Source: an optimization exercise on an open RTL-to-GDS flow (aim: small area). Production flows keep margins and buffers that such runs may drop. The RTL was checked by simulation tests, not by an equivalence proof against the original design. No driver is modelled on the clock port, so clocking that relies on it looks cheaper here than on a real chip. Power is estimated from default activity; no workload was simulated.

==> flow/design.v <==
`timescale 1 ns / 1 ps
`timescale 1 ns / 1 ps
module CPWindowAdding(
	input SYS_CLK,
	input RST,
	input [27:0] DATA_IN,
	input [6:0] DATA_INDEX_IN,
	input DATA_IN_VALID,
	output reg [27:0] DATA_OUT,
    output reg DATA_OUT_LAST,
	output reg DATA_OUT_VALID 
);
reg [128*28-1:0] delay_line;
always @ (posedge SYS_CLK)
    delay_line <= {delay_line[127*28-1:0], DATA_IN};
wire [27:0] delayed_128 = delay_line[128*28-1:127*28];  
wire [27:0] delayed_127 = delay_line[127*28-1:126*28];  
reg read_active;
reg [6:0] read_count;
always @ (posedge SYS_CLK)
    begin
        if (RST)
            read_active <= 1'b0;
        else
            read_active <= (read_active && read_count != 7'd127) || DATA_INDEX_IN == 7'd127;
        read_count <= read_active ? read_count + 1'b1 : 7'd0;
    end
reg [26:0] prev_first_half;
always @ (posedge SYS_CLK)
    begin
        if (RST)
            prev_first_half <= 27'd0;
        else if (DATA_INDEX_IN == 7'd127)
            prev_first_half <= delayed_127[27:1];
    end
wire [27:0] window = {DATA_IN[27], DATA_IN[27:1]} + {prev_first_half[26], prev_first_half};
always @ (posedge SYS_CLK)
    begin
        if (DATA_INDEX_IN == 7'd96)
            DATA_OUT <= window;
        else if (DATA_INDEX_IN > 7'd96)
            DATA_OUT <= DATA_IN;
        else
            DATA_OUT <= delayed_128;
    end
always @ (posedge SYS_CLK)
    begin
        if(RST)
        	begin
                DATA_OUT_LAST <= 1'b0;
        		DATA_OUT_VALID <= 1'b0;
        	end
        else
        	begin
                DATA_OUT_LAST <= read_active && read_count == 7'd127;
        		if (DATA_INDEX_IN >= 7'd96 || read_active)
        		    DATA_OUT_VALID <= 1'b1;
        		else if (~DATA_IN_VALID)
        		    DATA_OUT_VALID <= 1'b0;
        	end
    end
endmodule
==> flow/config.mk <==
export PLATFORM = sky130hd
export DESIGN_NAME = CPWindowAdding
export DESIGN_NICKNAME = CPWindowAdding
export VERILOG_FILES = /design/flow/design.v
export SDC_FILE = /design/flow/constraint.sdc
export NUM_CORES = 4
export LEC_CHECK = 0
export CAP_MARGIN = 20
export CORE_MARGIN = 2
export CORE_UTILIZATION = 70
export PLACE_DENSITY = 0.65
export SLEW_MARGIN = 20
==> flow/constraint.sdc <==
create_clock -name core_clock -period 6.5 [get_ports {SYS_CLK}]
set_input_delay 1.3000 -clock core_clock [delete_from_list [all_inputs] [get_ports {SYS_CLK}]]
set_output_delay 1.3000 -clock core_clock [all_outputs]
set_load 0.01 [all_outputs]
standard.sh (not shown) runs the stock make flow with config.mk's settings and CLKGATE_MAP_FILE= SYNTH_SCRIPT=/design/flow/synth_recipe.tcl, a recipe that flattens the netlist after the stock synthesis.
==> flow/flow/run.sh <==
#!/bin/bash
# Own flow: the standard layout (standard.sh) with a leaner clock tree:
# clkbuf_8 buffers over clusters of at most 18 flip-flops, no dummy loads,
# and rebalance.tcl moving flip-flops off any leaf buffer whose clock slew
# comes out high. The ports are buffered with buf_1. make's full output goes
# to standard_flow.log and each ORFS step's log to orfs/logs/.
set -euo pipefail
export CTS_ARGS="-sink_clustering_enable -repair_clock_nets -dont_use_dummy_load -buf_list sky130_fd_sc_hd__clkbuf_8 -sink_clustering_size 18 -sink_clustering_max_diameter 50"
export BUFFER_PORTS_ARGS="-buffer_cell sky130_fd_sc_hd__buf_1"
export POST_CTS_TCL="$(pwd)/flow/rebalance.tcl"
bash standard.sh finish > standard_flow.log 2>&1
Other scripts of this flow, unchanged in this note and not shown: flow/flow/rebalance.tcl
Then changed:
--- a/flow/design.v
+++ b/flow/design.v
@@ -16,4 +16,5 @@
 wire [27:0] delayed_128 = delay_line[128*28-1:127*28];  
 wire [27:0] delayed_127 = delay_line[127*28-1:126*28];  
+localparam BLK = 4;
 reg read_active;
 reg [6:0] read_count;
@@ -34,5 +35,30 @@
             prev_first_half <= delayed_127[27:1];
     end
-wire [27:0] window = {DATA_IN[27], DATA_IN[27:1]} + {prev_first_half[26], prev_first_half};
+wire [27:0] win_a = {DATA_IN[27], DATA_IN[27:1]};
+wire [27:0] win_b = {prev_first_half[26], prev_first_half};
+wire [27:0] win_g = win_a & win_b;
+wire [27:0] win_p = win_a | win_b;
+wire [28:0] win_c;
+genvar gi;
+generate for (gi = 0; gi < 28; gi = gi + 1) begin : ripple
+    if (gi % BLK == 0) begin : lookahead
+        if (gi == 0) begin : first
+            assign win_c[gi] = 1'b0;
+        end else begin : next
+            wire [BLK-1:0] bg = win_g[gi-1 -: BLK];
+            wire [BLK-1:0] bp = win_p[gi-1 -: BLK];
+            wire [BLK:0] bc;
+            assign bc[0] = 1'b0;
+            genvar gj;
+            for (gj = 0; gj < BLK; gj = gj + 1) begin : chain
+                assign bc[gj+1] = bg[gj] | (bp[gj] & bc[gj]);
+            end
+            assign win_c[gi] = bc[BLK] | (&bp & win_c[gi-BLK]);
+        end
+    end else begin : carry
+        assign win_c[gi] = win_g[gi-1] | (win_c[gi-1] & win_p[gi-1]);
+    end
+end endgenerate
+wire [27:0] window = win_a ^ win_b ^ win_c[27:0];
 always @ (posedge SYS_CLK)
     begin
Effect: Worst setup slack loses 2.0 ns; synthesized area is lower slightly; count of clock-buffer cells in the layout is lower by 2; sequential cell count does not change; final area is about the same; total power barely changes; register-to-register slack loses 1.8 ns; sequential power stays flat; critical path depth is higher by 4.

-- re-timing with driven ports --
The flow's constraints put no driver on any port. The routed layouts listed below were extracted and timed again, unchanged, in two steps. Step 1, drivers: a clkbuf_16 drives SYS_CLK and a buf_2 each remaining input, both assumed. Step 2, shift: input delay + t, output delay - t, t = (earliest + latest rising clock arrival at the registers) / 2. This alone moves slack from input paths to output paths. a / b / c = ideal ports / drivers / drivers and shift; a / b = the first two.
| run | t, ns | setup WS [ns] | worst hold slack (ns) | clock arrival spread, ns | slew at the worst register clock pin (ns) |
|---|---|---|---|---|---|
| the first run | 0.909 | 3.147 / 3.172 / 2.263 | 0.289 / 0.289 / 0.289 | 0.095 / 0.095 | 0.10 / 0.10 |
| the second run | 0.910 | 1.144 / 1.192 / 0.282 | 0.300 / 0.300 / 0.300 | 0.052 / 0.052 | 0.10 / 0.10 |
After both steps setup and hold are still met in every run listed. For the first run, which loses most, drivers alone change the setup slack by +0.025 ns; drivers and shift together by -0.884 ns.
